Background: an optimization exercise with open tools, aiming at small area, a short achievable clock period and few clock cycles per item. Do not read the settings as production practice.
Where RTL was checked, it was by simulation tests only, not by an equivalence proof against the original.
Function not checked in runs 2 and 3: the RTL went through the layout flow alone.

==> flow/design.v, too long to show whole: its modules and the start of the top module <==
// module nr_div: 1674 lines
module nr_div (
    input rstn,
    input clk,
    input [23:0] d,
    input in_valid,
    output in_ready,
    output reg [23:0] out,
    output reg out_valid,
    input out_ready
);
  // ...
==> flow/flow/run.sh <==
#!/bin/bash
# Standard layout, with one extra step between synthesis and floorplan:
# invopt.py re-polarises full and half adders so that the
# netlist needs fewer inverters around them.  Registers are untouched.
set -euo pipefail
R=orfs/results/${FLOW_PLATFORM}/nr_div/base
bash standard.sh synth > synth.log 2>&1
cp "$R/1_2_yosys.v" "$R/1_2_yosys.std.v"
python3 flow/invopt.py "$R/1_2_yosys.std.v" "$R/1_2_yosys.v" > invopt.log 2>&1
rm -f "$R/1_synth.odb" "$R/1_synth.sdc"
bash standard.sh > layout.log 2>&1
==> flow/flow/invopt.py <==
#!/usr/bin/env python3
"""Remove inverters around full and half adders in a Yosys gate netlist.
A full adder is self-dual: complementing its three inputs complements both
outputs.  Each fa cell may therefore be 'flipped' (fed complemented inputs,
its outputs read as complemented).  A half adder is rebuilt from an xor/xnor
and an and/nand/nor/or/and2b/nand2b cell of the same area, so it can read
and produce either polarity.  This pass picks the flips that need the fewest
inverters and rewrites the netlist; registers are untouched.
Usage: invopt.py in.v out.v"""
import re, sys, random
from collections import defaultdict

src = open(sys.argv[1]).read()
INV = re.compile(r'sky130_fd_sc_hd__(inv|clkinv)_\d+$')
cell_re = re.compile(r'^(\s*)(sky130_fd_sc_hd__\w+)\s+(\S+)\s*\((.*?)\);', re.S | re.M)
pin_re = re.compile(r'\.(\w+)\(\s*(.*?)\s*\)\s*(?:,|$)', re.S)
OUTPINS = {'X', 'Y', 'Q', 'Q_N', 'SUM', 'COUT', 'HI', 'LO'}

cells = []
for m in cell_re.finditer(src):
    pins = [(p, n.strip()) for p, n in pin_re.findall(m.group(4))]
    cells.append(dict(span=m.span(), indent=m.group(1), type=m.group(2), name=m.group(3), pins=pins))

driver = {}
loads = defaultdict(list)           # net -> [(cell idx, pin)]
for i, c in enumerate(cells):
    for p, n in c['pins']:
        if p in OUTPINS:
            driver[n] = (i, p)
        else:
            loads[n].append((i, p))

def is_inv(i):
    return bool(INV.match(cells[i]['type']))
def is_fa(i):
    return re.match(r'sky130_fd_sc_hd__fa_\d+$', cells[i]['type']) is not None
def is_ha(i):
    return re.match(r'sky130_fd_sc_hd__ha_\d+$', cells[i]['type']) is not None

# base signal of each net: follow inverter chains back to a non-inverter driver
def base(n):
    par = 0
    seen = 0
    while n in driver and is_inv(driver[n][0]) and seen < 50:
        i = driver[n][0]
        n = dict(cells[i]['pins'])['A']
        par ^= 1
        seen += 1
    return n, par

# groups: base net -> list of consumer pins with their polarity relative to base
groups = defaultdict(list)
inv_cells = set()
for i, c in enumerate(cells):
    if is_inv(i):
        inv_cells.add(i)
        continue
    for p, n in c['pins']:
        if p in OUTPINS:
            continue
        b, par = base(n)
        groups[b].append((i, p, par))
# nets used by module ports / assigns outside cells: keep their polarity fixed
other = src
for c in reversed(cells):
    s, e = c['span']
    other = other[:s] + other[e:]
extern = defaultdict(int)
for line in other.split(";"):
    l = line.strip()
    if l.startswith("assign") or l.startswith("output") or l.startswith("input"):
        for tok in re.findall(r'\\\S+|[A-Za-z_][\w$]*(?:\[\d+\])?', l):
            extern[tok] += 1
# inverter output nets referenced outside cells (e.g. output ports)
ext_need = defaultdict(set)
for n in list(driver):
    if n in extern and driver[n][0] in inv_cells:
        b, par = base(n)
        ext_need[b].add(par)
for n in extern:
    if n in driver and driver[n][0] not in inv_cells:
        ext_need[n].add(0)

fixed = set(driver[n][0] for n in extern if n in driver)
fa_idx = [i for i in range(len(cells)) if is_fa(i) and i not in fixed]
flip = defaultdict(int)
def drv_free(b):
    return b in driver and is_ha(driver[b][0])
def drv_pol(b):
    if b in driver and is_fa(driver[b][0]):
        return flip[driver[b][0]]
    return 0
def needs(b):
    need = set(ext_need.get(b, ()))
    for i, p, par in groups[b]:
        if is_ha(i):
            continue
        need.add(par ^ (flip[i] if is_fa(i) else 0))
    return need
def out_pol(b):
    """physical polarity of the driver's net after the rewrite"""
    if drv_free(b):
        need = needs(b)
        if len(need) == 1:
            return next(iter(need))
        if not need:
            return 0
        # mixed: majority
        cnt = [0, 0]
        for i, p, par in groups[b]:
            if not is_ha(i):
                cnt[par ^ (flip[i] if is_fa(i) else 0)] += 1
        return 0 if cnt[0] >= cnt[1] else 1
    return drv_pol(b)
def group_cost(b):
    need = needs(b)
    if drv_free(b):
        return 1 if len(need) > 1 else 0
    dp = drv_pol(b)
    return 1 if any(x != dp for x in need) else 0

# groups touched by each fa
touch = defaultdict(set)
for b, lst in groups.items():
    for i, p, par in lst:
        if is_fa(i):
            touch[i].add(b)
    if b in driver and is_fa(driver[b][0]):
        touch[driver[b][0]].add(b)
for b in ext_need:
    if b in driver and is_fa(driver[b][0]):
        touch[driver[b][0]].add(b)

allg = set(groups) | set(ext_need)
before = sum(1 for b in allg if any(True for _ in [0]) and group_cost(b))
import math
random.seed(1)
cur = sum(group_cost(b) for b in allg)
best = cur; bestflip = dict(flip)
T = 2.0
steps = 400 * max(1, len(fa_idx))
for k in range(steps):
    i = random.choice(fa_idx)
    gs = touch[i]
    c0 = sum(group_cost(b) for b in gs)
    flip[i] ^= 1
    c1 = sum(group_cost(b) for b in gs)
    d = c1 - c0
    if d <= 0 or random.random() < math.exp(-d / T):
        cur += d
        if cur < best:
            best = cur; bestflip = dict(flip)
    else:
        flip[i] ^= 1
    T = max(0.05, 2.0 * (1 - k / steps))
flip.clear(); flip.update(bestflip)
after = sum(group_cost(b) for b in allg)
nflip = sum(flip[i] for i in fa_idx)
sys.stderr.write(f"inverters: {len(inv_cells)} cells; groups needing one before {before}, after {after}; flipped {nflip} of {len(fa_idx)} fa\n")

if len(sys.argv) < 3:
    sys.exit(0)

# rewrite: one inverter per group that needs the other polarity
newnets = []
edits = {}                          # cell idx -> new pin list
repl_inv = []
cnt = 0
def pin_set(i, p, n):
    pl = edits.get(i, list(cells[i]['pins']))
    pl = [(pp, n if pp == p else nn) for pp, nn in pl]
    edits[i] = pl
hapol = {}                          # (ha idx, pin) -> physical polarity of the net it reads
for b in allg:
    dp = out_pol(b)
    consumers = groups.get(b, [])
    need_inv = any((par ^ (flip[i] if is_fa(i) else 0)) != dp for i, p, par in consumers if not is_ha(i)) or any(x != dp for x in ext_need.get(b, ()))
    invnet = None
    if need_inv:
        cnt += 1
        invnet = f"_invopt_{cnt}_"
        newnets.append(invnet)
        repl_inv.append((b, invnet))
    for i, p, par in consumers:
        if is_ha(i):
            # reads the driver's net as it is; the HA is rebuilt for that polarity
            hapol[(i, p)] = dp ^ par
            pin_set(i, p, b)
            continue
        want = par ^ (flip[i] if is_fa(i) else 0)
        pin_set(i, p, b if want == dp else invnet)
# output polarity of each HA output net
for i in range(len(cells)):
    if is_ha(i):
        for p, n in cells[i]['pins']:
            if p in OUTPINS:
                hapol[(i, p)] = out_pol(n) if n in allg else 0

# external nets that were inverter outputs: drive them from the new structure
assigns = []
for n in list(driver):
    if n in extern and driver[n][0] in inv_cells:
        b, par = base(n)
        dp = drv_pol(b)
        dp = out_pol(b)
        src_net = b if par == dp else [x for bb, x in repl_inv if bb == b][0]
        assigns.append((n, src_net))
for n in extern:
    if n in driver and driver[n][0] not in inv_cells and out_pol(n) == 1:
        # a flipped fa output drives a port/assign directly: not handled
        raise SystemExit("flipped fa output referenced outside cells: " + n)

out = []
pos = 0
for i, c in enumerate(cells):
    s, e = c['span']
    out.append(src[pos:s])
    pos = e
    if i in inv_cells:
        continue
    pl = edits.get(i, c['pins'])
    sp1 = lambda n: n + (' ' if n.startswith(chr(92)) else '')
    if is_ha(i):
        d = dict(pl)
        pa, pb = hapol[(i, 'A')], hapol[(i, 'B')]
        ps, pc = hapol[(i, 'SUM')], hapol[(i, 'COUT')]
        a, bb = d['A'], d['B']
        if 'SUM' in d:
            t = 'xor2_1' if (pa ^ pb ^ ps) == 0 else 'xnor2_1'
            o = 'X' if t == 'xor2_1' else 'Y'
            out.append(f"{c['indent']}sky130_fd_sc_hd__{t} {c['name']}_s (\n    .A({sp1(a)}),\n    .B({sp1(bb)}),\n    .{o}({sp1(d['SUM'])})\n  );")
        if 'COUT' in d:
            if pa == 0 and pb == 0:
                t, pins = ('and2_1', 'X') if pc == 0 else ('nand2_1', 'Y'), (('A', a), ('B', bb))
            elif pa == 1 and pb == 1:
                t, pins = ('nor2_1', 'Y') if pc == 0 else ('or2_1', 'X'), (('A', a), ('B', bb))
            else:
                an, bp = (a, bb) if pa == 1 else (bb, a)
                t, pins = ('and2b_1', 'X') if pc == 0 else ('nand2b_1', 'Y'), (('A_N', an), ('B', bp))
            body = "".join(f"    .{p}({sp1(n)}),\n" for p, n in pins)
            out.append(f"\n{c['indent']}sky130_fd_sc_hd__{t[0]} {c['name']}_c (\n{body}    .{t[1]}({sp1(d['COUT'])})\n  );")
        continue
    body = ",\n".join(f"    .{p}({n}{' ' if n.startswith(chr(92)) else ''})" for p, n in pl)
    out.append(f"{c['indent']}{c['type']} {c['name']} (\n{body}\n  );")
out.append(src[pos:])
txt = "".join(out)
decl = "".join(f"  wire {n};\n" for n in newnets)
sp = lambda n: n + (' ' if n.startswith(chr(92)) else '')
insts = "".join(f"  sky130_fd_sc_hd__inv_1 _invopt_cell_{k}_ (\n    .A({sp(b)}),\n    .Y({x})\n  );\n" for k, (b, x) in enumerate(repl_inv))
asg = "".join(f"  assign {sp(n)} = {sp(s)};\n" for n, s in assigns)
# wires of removed inverter outputs stay declared (unused) - harmless
txt = txt.replace("endmodule", decl + insts + asg + "endmodule", 1)
open(sys.argv[2], "w").write(txt)
sys.stderr.write(f"wrote {sys.argv[2]}: {len(repl_inv)} inverters\n")
==> flow/standard.sh <==
#!/bin/bash
# synth_recipe.tcl (not shown) runs the flow's synth.tcl, then flattens the netlist and writes it again
# the make line also repeats each setting of config.mk as NAME=value (left out here)
make -C /OpenROAD-flow-scripts/flow DESIGN_CONFIG=/design/flow/config.mk WORK_HOME=/design/flow/orfs CLKGATE_MAP_FILE= SYNTH_SCRIPT=/design/flow/synth_recipe.tcl "${@:-finish}"
==> flow/config.mk <==
export PLATFORM = sky130hd
export DESIGN_NAME = nr_div
export DESIGN_NICKNAME = nr_div
export VERILOG_FILES = /design/flow/design.v
export SDC_FILE = /design/flow/constraint.sdc
export NUM_CORES = 4
export LEC_CHECK = 0
export CAP_MARGIN = 20
export CORE_MARGIN = 2
export CORE_UTILIZATION = 40
export SETUP_SLACK_MARGIN = 4.0
export SLEW_MARGIN = 20
==> flow/constraint.sdc <==
create_clock -name core_clock -period 8.0 [get_ports {clk}]
set_input_delay 1.6000 -clock core_clock [delete_from_list [all_inputs] [get_ports {clk}]]
set_output_delay 1.6000 -clock core_clock [all_outputs]
set_load 0.01 [all_outputs]
==> run notes, run 1 <==
outcome no timing/DRC/antenna violations; Sink Count 604; Post-Syn Area 0.0448 sq mm; commonest non-fill, non-tap cell in the layout and2_1; Startpoint Class register; Fmax 255 MHz; DRC 0; largest net degree at the start of global routing around 180; Hold Crit Class register to register; critical path depth in cells 8; Final Hold Viols 0; clk slew on worst S/H paths 0.07 ns; PortBufs 53; net count after synthesis 4419; Placer Congestion 0.815; clock buffers between 70 and 80; ClkCell Share 0.0472; hold endpoint z4[6]; routed wire length on met2 approximately 47000 um; worst slew pin tran 1.08 ns; DR vias/cell 4.95; Final setup viols 0; highest routing layer actually used met4; first-pass GRT wire length 157000 um; max reg flops 32; fin area 0.0504 sq mm; Post-Synthesis Cells 3801; post-route setup slack between 4 and 5 ns; Avg Cell Area, Syn 11.8 sq um; HPWL after detailed placement around 67000 um; WP buf/inv 1
Testbench counts, summed over its fixed seeds: cycles 2,128, items 2,048.
==> inputs of run 2 (changes only) <==
--- a/flow/design.v
+++ b/flow/design.v
@@ -16,22 +16,26 @@
     reg        s1, s2, s3, s4, s5, s6, s7, s8, s9;
     reg [15:0] x1;
     reg [7:0]  dl1;
     reg [7:0]  ex2, ex3, ex4, ex5, ex6, ex7, ex8, ex9;
     reg [15:0] z2, z3, z4, z6, z7, zz8;
     reg        z2h;                      
     reg [1:0]  m2h;
     reg [13:0] mp2, mp3, mp4, mp5, mp6;
-    reg [26:0] pa3_a, pa3_b;
+    reg [26:8] pa3_a, pa3_b;
+    reg        pa3_c;
     reg [11:0] ea4;
-    reg [30:0] qb5_a, qb5_b;
-    reg [21:0] pb7_a, pb7_b;
+    reg [30:8] qb5_a, qb5_b;
+    reg        qb5_c;
+    reg [21:8] pb7_a, pb7_b;
+    reg        pb7_c;
     reg [6:0]  eb8;
-    reg [31:0] zc9_a, zc9_b;
+    reg [31:7] zc9_a, zc9_b;
+    reg        zc9_c;
     reg        sbusy;                    
     reg [2:0]  ph;                       
     reg [4:0]  cnt;
     reg [16:0] sZ, sB, sA;
     wire sdone = (ph == 3'd0);
     wire en = (!out_valid | out_ready) & !(v9 & f9 & !sdone);
     assign in_ready = (!out_valid | out_ready) & !sbusy;
     wire [15:0] m1 = x1 + {15'd0, s1};
@@ -590,17 +594,18 @@
     wire pa_s549 = pa_c496 ^ pa_s497 ^ pa_s443;
     wire pa_c550 = (pa_c496 & pa_s497) | (pa_c496 & pa_s443) | (pa_s497 & pa_s443);
     wire pa_s551 = pa_c498 ^ pa_s499 ^ pa_s447;
     wire pa_c552 = (pa_c498 & pa_s499) | (pa_c498 & pa_s447) | (pa_s499 & pa_s447);
     wire pa_s553 = pa_c500 ^ pa_s501 ^ pa_s451;
     wire pa_c554 = (pa_c500 & pa_s501) | (pa_c500 & pa_s451) | (pa_s501 & pa_s451);
     wire [26:0] pa_a = {pa_c552, pa_c550, pa_c548, pa_c546, pa_c544, pa_c542, pa_c540, pa_c538, pa_c536, pa_c534, pa_c532, pa_c530, pa_c528, pa_c526, pa_c524, pa_c522, pa_c520, pa_c518, pa_c516, pa_c514, pa_c512, pa_c510, pa_c508, pa_c506, pa_c504, pa_s503, (z2[0] & mp2[0])};
     wire [26:0] pa_b = {pa_s553, pa_s551, pa_s549, pa_s547, pa_s545, pa_s543, pa_s541, pa_s539, pa_s537, pa_s535, pa_s533, pa_s531, pa_s529, pa_s527, pa_s525, pa_s523, pa_s521, pa_s519, pa_s517, pa_s515, pa_s513, pa_s511, pa_s509, pa_s507, pa_s505, 1'b1, 1'b1};
-    wire [26:0] pa3 = pa3_a + pa3_b;
+    wire [8:0]  pa_lo = pa_a[7:0] + pa_b[7:0];    
+    wire [26:8] pa3 = pa3_a + pa3_b + {18'd0, pa3_c};
     wire [11:0] e1n = ~pa3[26:15];
     wire qb_s555 = (z4[9] & ea4[0]) ^ (z4[8] & ea4[1]);
     wire qb_c556 = (z4[9] & ea4[0]) & (z4[8] & ea4[1]);
     wire qb_s557 = (z4[10] & ea4[0]) ^ (z4[9] & ea4[1]) ^ (z4[8] & ea4[2]);
     wire qb_c558 = ((z4[10] & ea4[0]) & (z4[9] & ea4[1])) | ((z4[10] & ea4[0]) & (z4[8] & ea4[2])) | ((z4[9] & ea4[1]) & (z4[8] & ea4[2]));
     wire qb_s559 = (z4[7] & ea4[3]) ^ (z4[6] & ea4[4]);
     wire qb_c560 = (z4[7] & ea4[3]) & (z4[6] & ea4[4]);
     wire qb_s561 = (z4[11] & ea4[0]) ^ (z4[10] & ea4[1]) ^ (z4[9] & ea4[2]);
@@ -926,17 +931,18 @@
     wire qb_s881 = z4[13] ^ 1'b1;
     wire qb_c882 = z4[13] & 1'b1;
     wire qb_s883 = z4[14] ^ 1'b1;
     wire qb_c884 = z4[14] & 1'b1;
     wire qb_s885 = z4[15] ^ 1'b1;
     wire qb_c886 = z4[15] & 1'b1;
     wire [30:0] qb_a = {qb_c884, qb_c882, qb_c880, qb_c878, qb_c876, qb_c874, qb_c872, qb_c870, qb_c868, qb_c866, qb_c864, qb_c862, qb_c860, qb_c858, qb_c856, qb_c854, qb_c852, qb_c850, qb_c848, qb_c846, qb_c844, qb_c842, qb_c840, qb_c838, qb_c836, qb_c834, qb_c832, qb_c830, qb_s829, (z4[1] & ea4[0]), (z4[0] & ea4[0])};
     wire [30:0] qb_b = {qb_s885, qb_s883, qb_s881, qb_s879, qb_s877, qb_s875, qb_s873, qb_s871, qb_s869, qb_s867, qb_s865, qb_s863, qb_s861, qb_s859, qb_s857, qb_s855, qb_s853, qb_s851, qb_s849, qb_s847, qb_s845, qb_s843, qb_s841, qb_s839, qb_s837, qb_s835, qb_s833, qb_s831, (z4[0] & ea4[2]), (z4[0] & ea4[1]), 1'b0};
-    wire [30:0] qb5 = qb5_a + qb5_b;
+    wire [8:0]  qb_lo = qb_a[7:0] + qb_b[7:0];
+    wire [30:8] qb5 = qb5_a + qb5_b + {22'd0, qb5_c};
     wire pb_s887 = (z6[12] & mp6[0]) ^ (z6[11] & mp6[1]);
     wire pb_c888 = (z6[12] & mp6[0]) & (z6[11] & mp6[1]);
     wire pb_s889 = (z6[13] & mp6[0]) ^ (z6[12] & mp6[1]) ^ (z6[11] & mp6[2]);
     wire pb_c890 = ((z6[13] & mp6[0]) & (z6[12] & mp6[1])) | ((z6[13] & mp6[0]) & (z6[11] & mp6[2])) | ((z6[12] & mp6[1]) & (z6[11] & mp6[2]));
     wire pb_s891 = (z6[10] & mp6[3]) ^ (z6[9] & mp6[4]);
     wire pb_c892 = (z6[10] & mp6[3]) & (z6[9] & mp6[4]);
     wire pb_s893 = (z6[14] & mp6[0]) ^ (z6[13] & mp6[1]) ^ (z6[12] & mp6[2]);
     wire pb_c894 = ((z6[14] & mp6[0]) & (z6[13] & mp6[1])) | ((z6[14] & mp6[0]) & (z6[12] & mp6[2])) | ((z6[13] & mp6[1]) & (z6[12] & mp6[2]));
@@ -1305,17 +1311,18 @@
     wire pb_s1257 = pb_c1214 ^ pb_s1215 ^ pb_s1171;
     wire pb_c1258 = (pb_c1214 & pb_s1215) | (pb_c1214 & pb_s1171) | (pb_s1215 & pb_s1171);
     wire pb_s1259 = pb_c1216 ^ pb_s1217 ^ pb_s1175;
     wire pb_c1260 = (pb_c1216 & pb_s1217) | (pb_c1216 & pb_s1175) | (pb_s1217 & pb_s1175);
     wire pb_s1261 = pb_c1218 ^ pb_s1219 ^ pb_s1179;
     wire pb_c1262 = (pb_c1218 & pb_s1219) | (pb_c1218 & pb_s1179) | (pb_s1219 & pb_s1179);
     wire [21:0] pb_a = {pb_c1260, pb_c1258, pb_c1256, pb_c1254, pb_c1252, pb_c1250, pb_c1248, pb_c1246, pb_c1244, pb_c1242, pb_c1240, pb_c1238, pb_c1236, pb_c1234, pb_c1232, pb_c1230, pb_c1228, pb_c1226, pb_c1224, pb_c1222, pb_s1221, (z6[0] & mp6[0])};
     wire [21:0] pb_b = {pb_s1261, pb_s1259, pb_s1257, pb_s1255, pb_s1253, pb_s1251, pb_s1249, pb_s1247, pb_s1245, pb_s1243, pb_s1241, pb_s1239, pb_s1237, pb_s1235, pb_s1233, pb_s1231, pb_s1229, pb_s1227, pb_s1225, pb_s1223, 1'b1, 1'b1};
-    wire [21:0] pb7 = pb7_a + pb7_b;
+    wire [8:0]  pb_lo = pb_a[7:0] + pb_b[7:0];
+    wire [21:8] pb7 = pb7_a + pb7_b + {13'd0, pb7_c};
     wire [6:0]  e2n = ~pb7[21:15];
     wire zc_s1263 = (zz8[15] & eb8[0]) ^ (zz8[14] & eb8[1]);
     wire zc_c1264 = (zz8[15] & eb8[0]) & (zz8[14] & eb8[1]);
     wire zc_s1265 = (zz8[15] & eb8[1]) ^ (zz8[14] & eb8[2]);
     wire zc_c1266 = (zz8[15] & eb8[1]) & (zz8[14] & eb8[2]);
     wire zc_s1267 = (zz8[4] & eb8[0]) ^ (zz8[3] & eb8[1]);
     wire zc_c1268 = (zz8[4] & eb8[0]) & (zz8[3] & eb8[1]);
     wire zc_s1269 = (zz8[5] & eb8[0]) ^ (zz8[4] & eb8[1]) ^ (zz8[3] & eb8[2]);
@@ -1583,35 +1590,36 @@
     wire zc_s1531 = zz8[14] ^ 1'b1;
     wire zc_c1532 = zz8[14] & 1'b1;
     wire zc_s1533 = zz8[15] ^ 1'b1;
     wire zc_c1534 = zz8[15] & 1'b1;
     wire zc_s1535 = s8 ^ 1'b1;
     wire zc_c1536 = s8 & 1'b1;
     wire [31:0] zc_a = {zc_c1534, zc_c1532, zc_c1530, zc_c1528, zc_c1526, zc_c1524, zc_c1522, zc_c1520, zc_c1518, zc_c1516, zc_c1514, zc_c1512, zc_c1510, zc_c1508, zc_c1506, zc_c1504, zc_c1502, zc_c1500, zc_c1498, zc_c1496, zc_c1494, zc_c1492, zc_c1490, zc_c1488, zc_c1486, zc_c1484, zc_c1482, zc_c1480, zc_c1478, zc_c1476, zc_c1474, zc_s1473};
     wire [31:0] zc_b = {zc_s1535, zc_s1533, zc_s1531, zc_s1529, zc_s1527, zc_s1525, zc_s1523, zc_s1521, zc_s1519, zc_s1517, zc_s1515, zc_s1513, zc_s1511, zc_s1509, zc_s1507, zc_s1505, zc_s1503, zc_s1501, zc_s1499, zc_s1497, zc_s1495, zc_s1493, zc_s1491, zc_s1489, zc_s1487, zc_s1485, zc_s1483, zc_s1481, zc_s1479, zc_s1477, zc_s1475, 1'b1};
-    wire [31:0] zc9 = zc9_a + zc9_b;
+    wire [7:0]  zc_lo = zc_a[6:0] + zc_b[6:0];
+    wire [31:7] zc9 = zc9_a + zc9_b + {24'd0, zc9_c};
     wire [15:0] sm  = s9 ? (~sZ[16:1] + 16'd1) : sZ[16:1];
     wire [15:0] om  = f9 ? sm : zc9[31:16];
     wire [23:0] r9  = {om, ex9};
     always @(posedge clk) begin
         if (acc) begin
             s1 <= d[23]; x1 <= d[23:8] ^ {16{d[23]}}; dl1 <= d[7:0];
         end
     end
     always @(posedge clk) begin
         if (en) begin
             s2 <= s1; ex2 <= 8'd1 - dl1; z2 <= z1[15:0]; mp2 <= m1[13:0]; z2h <= z1[16]; m2h <= m1[15:14];
-            s3 <= s2; ex3 <= ex2; z3 <= z2; mp3 <= mp2; pa3_a <= pa_a; pa3_b <= pa_b;
+            s3 <= s2; ex3 <= ex2; z3 <= z2; mp3 <= mp2; pa3_a <= pa_a[26:8]; pa3_b <= pa_b[26:8]; pa3_c <= pa_lo[8];
             s4 <= s3; ex4 <= ex3; z4 <= z3; mp4 <= mp3; ea4 <= e1n;
-            s5 <= s4; ex5 <= ex4; mp5 <= mp4; qb5_a <= qb_a; qb5_b <= qb_b;
+            s5 <= s4; ex5 <= ex4; mp5 <= mp4; qb5_a <= qb_a[30:8]; qb5_b <= qb_b[30:8]; qb5_c <= qb_lo[8];
             s6 <= s5; ex6 <= ex5; z6 <= qb5[30:15]; mp6 <= mp5;
-            s7 <= s6; ex7 <= ex6; z7 <= z6; pb7_a <= pb_a; pb7_b <= pb_b;
+            s7 <= s6; ex7 <= ex6; z7 <= z6; pb7_a <= pb_a[21:8]; pb7_b <= pb_b[21:8]; pb7_c <= pb_lo[8];
             s8 <= s7; ex8 <= ex7; zz8 <= z7 ^ {16{s7}}; eb8 <= e2n;
-            s9 <= s8; ex9 <= ex8; zc9_a <= zc_a; zc9_b <= zc_b;
+            s9 <= s8; ex9 <= ex8; zc9_a <= zc_a[31:7]; zc9_b <= zc_b[31:7]; zc9_c <= zc_lo[7];
         end
     end
     wire push = en & v9;
     wire pop  = out_valid & out_ready;
     always @(posedge clk) begin
         if (!rstn) begin
             v1 <= 0; v2 <= 0; v3 <= 0; v4 <= 0; v5 <= 0; v6 <= 0; v7 <= 0; v8 <= 0; v9 <= 0;
             out_valid <= 0;
==> run 2 against run 1 <==
Still clean; cell area fell by 3.5%; final cell count fell by 4.1%; via count fell by 4.2%; die area shrank 4.2%; critical endpoint is now pa3_b[17]; highest routed layer is now met5.
==> run notes, run 2 <==
outcome no timing/DRC/antenna violations (unchanged); Core Region 0.107 sq mm (was 0.111 sq mm); non-filler cells, final 5258 (was 5481); CP required 8.34 ns (was 8.39 ns); Die H 332 um (was 339 um); DRC 0 (unchanged); Slowest-stage cell, CP edfxtp_1 (was fa_2); pre-CTS setup slack 3.01 ns (was 2.66 ns); fin area 0.0487 sq mm (was 0.0504 sq mm); commonest non-fill, non-tap cell in the layout and2_1 (unchanged); CP max stage delay 0.58 ns (about the same); Placer Congestion 0.819 (was 0.815); die area 0.110 sq mm (was 0.115 sq mm); DR vias/cell 4.94 (was 4.95); Starting DRT DRC Count 1487 (was 1612); WL final 90400 um (was 96500 um); Post-Place Cells 5005 (was 5242); IO Pins 54 (unchanged); PortBufs 53 (unchanged); Post-Synthesis Cells 3646 (was 3801); critical path, cell by cell buf_4, nand2_2, fa_1, inv_1, fa_1, fa_2, fa_2, fa_2, fa_1 (was buf_4, and2_1, fa_1, fa_2, fa_2, fa_2, fa_1, fa_1); total CTS buffers 67 (was 72); Critical Path AT 4.34 ns (was 4.32 ns); post-route setup slack 4.01 ns (was 4.07 ns); Avg Cell Area, Syn 11.8 sq um (about the same); # nets final 4422 (was 4552); worst hold margin 0.407 ns (was 0.395 ns); Sequential Area 0.0162 sq mm (was 0.0178 sq mm); Slew HR 0.314 (was 0.279); RSZ-0062 raised after global routing yes (unchanged); Post-CTS Hold Fix Bufs 0 (unchanged); Layout area overhead 13.4% (was 12.5%); Fmax 250 MHz (was 255 MHz); GRT overflow 0 (unchanged); Post-DP Area 0.0450 sq mm (was 0.0470 sq mm); Worst R2R Setup Slack 4.01 ns (was 4.07 ns); Tmin final 3.99 ns (was 3.93 ns); Yosys Warn Count 1 (unchanged); num rows 120 (was 122); CP delay by family, top adder cells (unchanged); CTS tree yes (unchanged); router iterations before antenna repair 7 (was 5); largest registers zc9_a: 25 flops, zc9_b: 25 flops, out: 24 flops (was zc9_a: 32 flops, zc9_b: 31 flops); reg2reg start z2[14] (was z6[12]); crit end category register (unchanged); DR WL/cell 17.2 um (was 17.6 um); HPWL after detailed placement 62800 um (was 66600 um); vias in the first global route 27600 (was 28600); hold path start z3[14] (was z3[6]); cells on worst reg2reg path 9 (was 8); largest net degree at the start of global routing 191 (was 179); via count 26000 (was 27100); Initial Utilization 0.402 (was 0.404); Startpoint Class register (unchanged); Sink Count 553 (was 604); first-pass GRT wire length 148000 um (was 157000 um); Root Buffer clkbuf_16 (unchanged); clk slew on worst S/H paths 0.06 ns (was 0.07 ns); Clock Latency Late Sink 0.63 ns (was 0.66 ns); Routed Antenna Nets 0 (unchanged); critical path depth in cells 9 (was 8); net count after synthesis 4264 (was 4419); maximum net fanout on the critical path 6 (unchanged); WP buf/inv 2 (was 1); share of cells above drive strength 1 0.0991 (was 0.0839); fillcell total 9666 (was 10100); Final Hold Viols 0 (unchanged); critical path launch point z2[14] (was z6[12]); worst slew pin tran 1.02 ns (was 1.08 ns); clock buffer depth 3 (unchanged); Final setup viols 0 (unchanged); reg-to-reg endpoint pa3_b[17] (was pb7_b[14]); Max Cap Violations 0 (unchanged); Tot GR Track Use 0.168 (was 0.172); Post-Syn Area 0.0429 sq mm (was 0.0448 sq mm); CTS H-tree lvls 3 (unchanged); Chip Width 332 um (was 339 um); ANT cells 0 (unchanged); kind of critical path register to register (unchanged); Hold Crit Class register to register (unchanged); commonest cells after routing, fill and taps aside and2_1, fa_1, edfxtp_1, nand2_1, xor2_1 (was and2_1, edfxtp_1, fa_1, nand2_1, xor2_1); crit share post-route 0.499 (was 0.491); Slew Limit Fails 0 (unchanged); critical path endpoint pa3_b[17] (was pb7_b[14]); Multi-input gate area 0.0257 sq mm (was 0.0260 sq mm); initial antenna violation count 2 (was 0); Post-Route Skew 0.0372 ns (was 0.0425 ns)
run 2: how the worst min path moves through the flow:
stage                     cells after the start  endpoint  slack [ns]
final                                         0    z4[14]        0.41
after global routing                          0    z4[14]        0.40
after global placement                        0        f2        0.40
after floorplan                               0    ex3[0]        0.40
after CTS                                     0    z4[14]        0.40
after detailed placement                      0    ex3[6]        0.40
run 2: worst register-to-register path: cells and delay by family, from the launching register on:
kind / cells / cell delay [ns]
adder cells (fa/ha/maj): 6 / 2.84
buffers and inverters: 2 / 0.24
AND/OR/NAND/NOR: 1 / 0.05
flip-flops: 1 / 0.58
run 2: cell type report:
type,count,share of cell area
clock buffer,81,0.0360
clock inverter,39,0.00885
inverter,230,0.0178
timing repair buffer,206,0.0386
tap,1403,0.0361
timing repair inverter,1,0.000103
sequential,553,0.334
multi-input combinational,2745,0.529
run 2: metal layers:
metal  wire [um]  global-route usage  vias up
met1       40300               0.223    13200
met5          31                   0        -
li1            -                   -    12200
met3        3390              0.0262      123
met4        2120              0.0439        4
met2       44500               0.286      429
run 2: metrics by stage:
stage / util / TNS, ns
6_report: 0.456 / 0
5_1_grt: 0.456 / 0
4_1_cts: 0.449 / 0
3_5_place_dp: 0.422 / 0
3_3_place_gp: 0.422 / 0
2_1_floorplan: - / -543.45
run 2: repair_timing:
action	4_1_cts	5_1_grt
setup endpoints to repair	426	57
setup buffers	80	49
resized for setup	20	87
pin swaps	1	50
gates cloned	1	3
==> inputs of run 3 (changes only) <==
--- a/flow/config.mk
+++ b/flow/config.mk
@@ -9,3 +9,3 @@
 export CORE_MARGIN = 2
-export CORE_UTILIZATION = 40
+export CORE_UTILIZATION = 60
 export SETUP_SLACK_MARGIN = 4.0
==> run 3 against run 2 <==
Still clean on timing, DRC and antenna; cell area is 1.9% lower; hold slack better by 0.0097 ns; final cell count down 9.0%; global-route usage increased by 9.5 points; core utilization increased by 22 points; synthesized cell count stayed put; synthesized area stayed put; non-clock buffer count fell by 12; maximum frequency rose by 1.5%; register-to-register slack better by 0.06 ns; critical endpoint is now pb7_b[15]; largest cell class unchanged.
==> run notes, run 3 <==
Hold Crit Class register to register (unchanged); Critical Path AT 4.32 ns (was 4.34 ns); Clock Latency Late Sink 0.66 ns (was 0.63 ns); reg-to-reg endpoint pb7_b[15] (was pa3_b[17]); Slew HR 0.296 (was 0.314); Tmin final 3.93 ns (was 3.99 ns); net count after synthesis 4264 (unchanged); die area 0.0737 sq mm (was 0.110 sq mm); HPWL after detailed placement 64600 um (was 62800 um); clock buffer depth 3 (unchanged); Tot GR Track Use 0.262 (was 0.168); hold path depth 0 (unchanged); # nets final 4404 (was 4422); via count 26500 (was 26000); kind of critical path register to register (unchanged); largest registers zc9_a: 25 flops, zc9_b: 25 flops, out: 24 flops (unchanged); Die H 271 um (was 332 um); num rows 98 (was 120); Routed Antenna Nets 0 (unchanged); router iterations before antenna repair 5 (was 7); DR WL/cell 19.4 um (was 17.2 um); vias in the first global route 29000 (was 27600); share of cells above drive strength 1 0.0949 (was 0.0991); Startpoint Class register (unchanged); DRC 0 (unchanged); Core Region 0.0711 sq mm (was 0.107 sq mm); Post-Syn Area 0.0429 sq mm (unchanged); Avg Cell Area, Syn 11.8 sq um (unchanged); Placer Congestion 0.863 (was 0.819); Slew Limit Fails 0 (unchanged); initial antenna violation count 3 (was 2); RSZ-0062 raised after global routing yes (unchanged); Sink Count 553 (unchanged); Initial Utilization 0.604 (was 0.402); DR vias/cell 5.54 (was 4.94); hold endpoint f2 (was z4[14]); maximum net fanout on the critical path 4 (was 6); CTS tree yes (unchanged); CTS H-tree lvls 2 (was 3); crit share post-route 0.491 (was 0.499); Final setup viols 0 (unchanged); Post-Synthesis Cells 3646 (unchanged); crit end category register (unchanged); ANT cells 0 (unchanged); commonest non-fill, non-tap cell in the layout and2_1 (unchanged); first-pass GRT wire length 152000 um (was 148000 um); Post-CTS Hold Fix Bufs 0 (unchanged); total CTS buffers 61 (was 67); Layout area overhead 11.2% (was 13.4%); Root Buffer clkbuf_16 (unchanged); reg2reg start z6[14] (was z2[14]); Yosys Warn Count 1 (unchanged); CP required 8.39 ns (was 8.34 ns); worst slew pin tran 1.06 ns (was 1.02 ns); IO Pins 54 (unchanged); Worst R2R Setup Slack 4.07 ns (was 4.01 ns); WL final 92700 um (was 90400 um); largest net degree at the start of global routing 189 (was 191); Final Hold Viols 0 (unchanged); commonest cells after routing, fill and taps aside and2_1, fa_1, edfxtp_1, nand2_1, xor2_1 (unchanged); hold path start f1 (was z3[14]); Fmax 254 MHz (was 250 MHz); GRT overflow 0 (unchanged); PortBufs 53 (unchanged); clk slew on worst S/H paths 0.06 ns (about the same); cells on worst reg2reg path 8 (was 9); non-filler cells, final 4787 (was 5258); Post-Route Skew 0.0528 ns (was 0.0372 ns); Max Cap Violations 0 (unchanged); Post-Place Cells 4545 (was 5005); outcome no timing/DRC/antenna violations (unchanged); Starting DRT DRC Count 1738 (was 1487); Chip Width 271 um (was 332 um)
run 3: layout make-up:
type / instances / area (sq um)
Clock buffer: 80 / 1650
Clock inverter: 34 / 425
Fill cell: 5351 / 23400
Inverter: 230 / 867
Multi-Input combinational cell: 2745 / 25700
Sequential cell: 553 / 16200
Tap cell: 950 / 1190
Timing Repair Buffer: 194 / 1640
Timing Repair inverter: 1 / 5.00
run 3: worst max path at each step:
stage	from	end	slack, ns	depth (start not counted)
3_3_place_gp	out_ready	pb7_a[8]	3.30	6
4_1_cts	out_ready	in_ready	3.87	4
5_1_grt	x1[5]	z2[12]	3.96	13
3_5_place_dp	out_ready	sA[15]	3.19	10
2_1_floorplan	out_ready	sZ[0]	-1.63	6
6_report	z6[14]	pb7_b[15]	4.07	8
run 3: metrics by stage:
stage          cell area, sq um  setup WS (ns)  utilization  setup TNS, ns  hold WS, ns
6_report                  47700           4.07        0.671              0        0.417
5_1_grt                   47700           3.96        0.671              0        0.423
4_1_cts                   47200           3.87        0.664              0        0.416
3_5_place_dp              44400           3.19        0.625              0        0.405
3_3_place_gp              44400           3.30        0.625              0        0.400
2_1_floorplan             43100          -1.63            -        -543.45        0.400
run 3: timing repair:
item	CTS	global route
pin swaps	1	32
gates resized for setup	15	67
hold endpoints to repair	0	0
setup buffers	87	40
gates cloned	0	1
endpoints found under the setup margin	219	222
run 3: worst max-delay path, stage by stage, from the launching register on:
cell and delay [ns]:
edfxtp_1 0.46, buf_4 0.18, and2_1 0.16, fa_1 0.57, fa_2 0.48, fa_1 0.42, fa_1 0.48, fa_2 0.55
fa_1 0.41
run 3: metal layers:
| layer | vias up | routed length [um] | GRT usage |
|---|---|---|---|
| li1 | 12100 | - | - |
| met1 | 13500 | 39500 | 0.361 |
| met2 | 728 | 45100 | 0.432 |
| met3 | 216 | 4920 | 0.0372 |
| met4 | 4 | 3170 | 0.0930 |
| met5 | - | 22 | 0 |

==> separate check: timing with driven ports <==
How much do the figures lean on ideal ports? The routed layouts below were timed once more, with nothing changed but the port constraints. Step 1 (the two cells are an assumption about what drives the block):
set clk [get_ports {clk}]
set_driving_cell -lib_cell sky130_fd_sc_hd__clkbuf_16 $clk
set_driving_cell -lib_cell sky130_fd_sc_hd__buf_2 [delete_from_list [all_inputs] $clk]
Step 2 moves the port delays by t, midway between the first and last clock arrival at a register: inputs arrive t later, outputs are due t later. That takes back most of the time a late clock gives input paths. Slacks: ideal ports / drivers / drivers and shift; pairs: ideal ports / drivers.
run	shift t [ns]	setup WS [ns]	worst register clock-pin slew, ns
run 1	0.717	4.071 / 4.071 / 3.672	0.07 / 0.07
run 2	0.673	4.008 / 4.008 / 4.008	0.07 / 0.07
run 3	0.701	4.068 / 4.068 / 3.842	0.07 / 0.07
After both steps setup and hold are still met in every run listed. For run 1, which loses most, drivers alone change the setup slack by 0.000 ns; drivers and shift together by -0.399 ns.
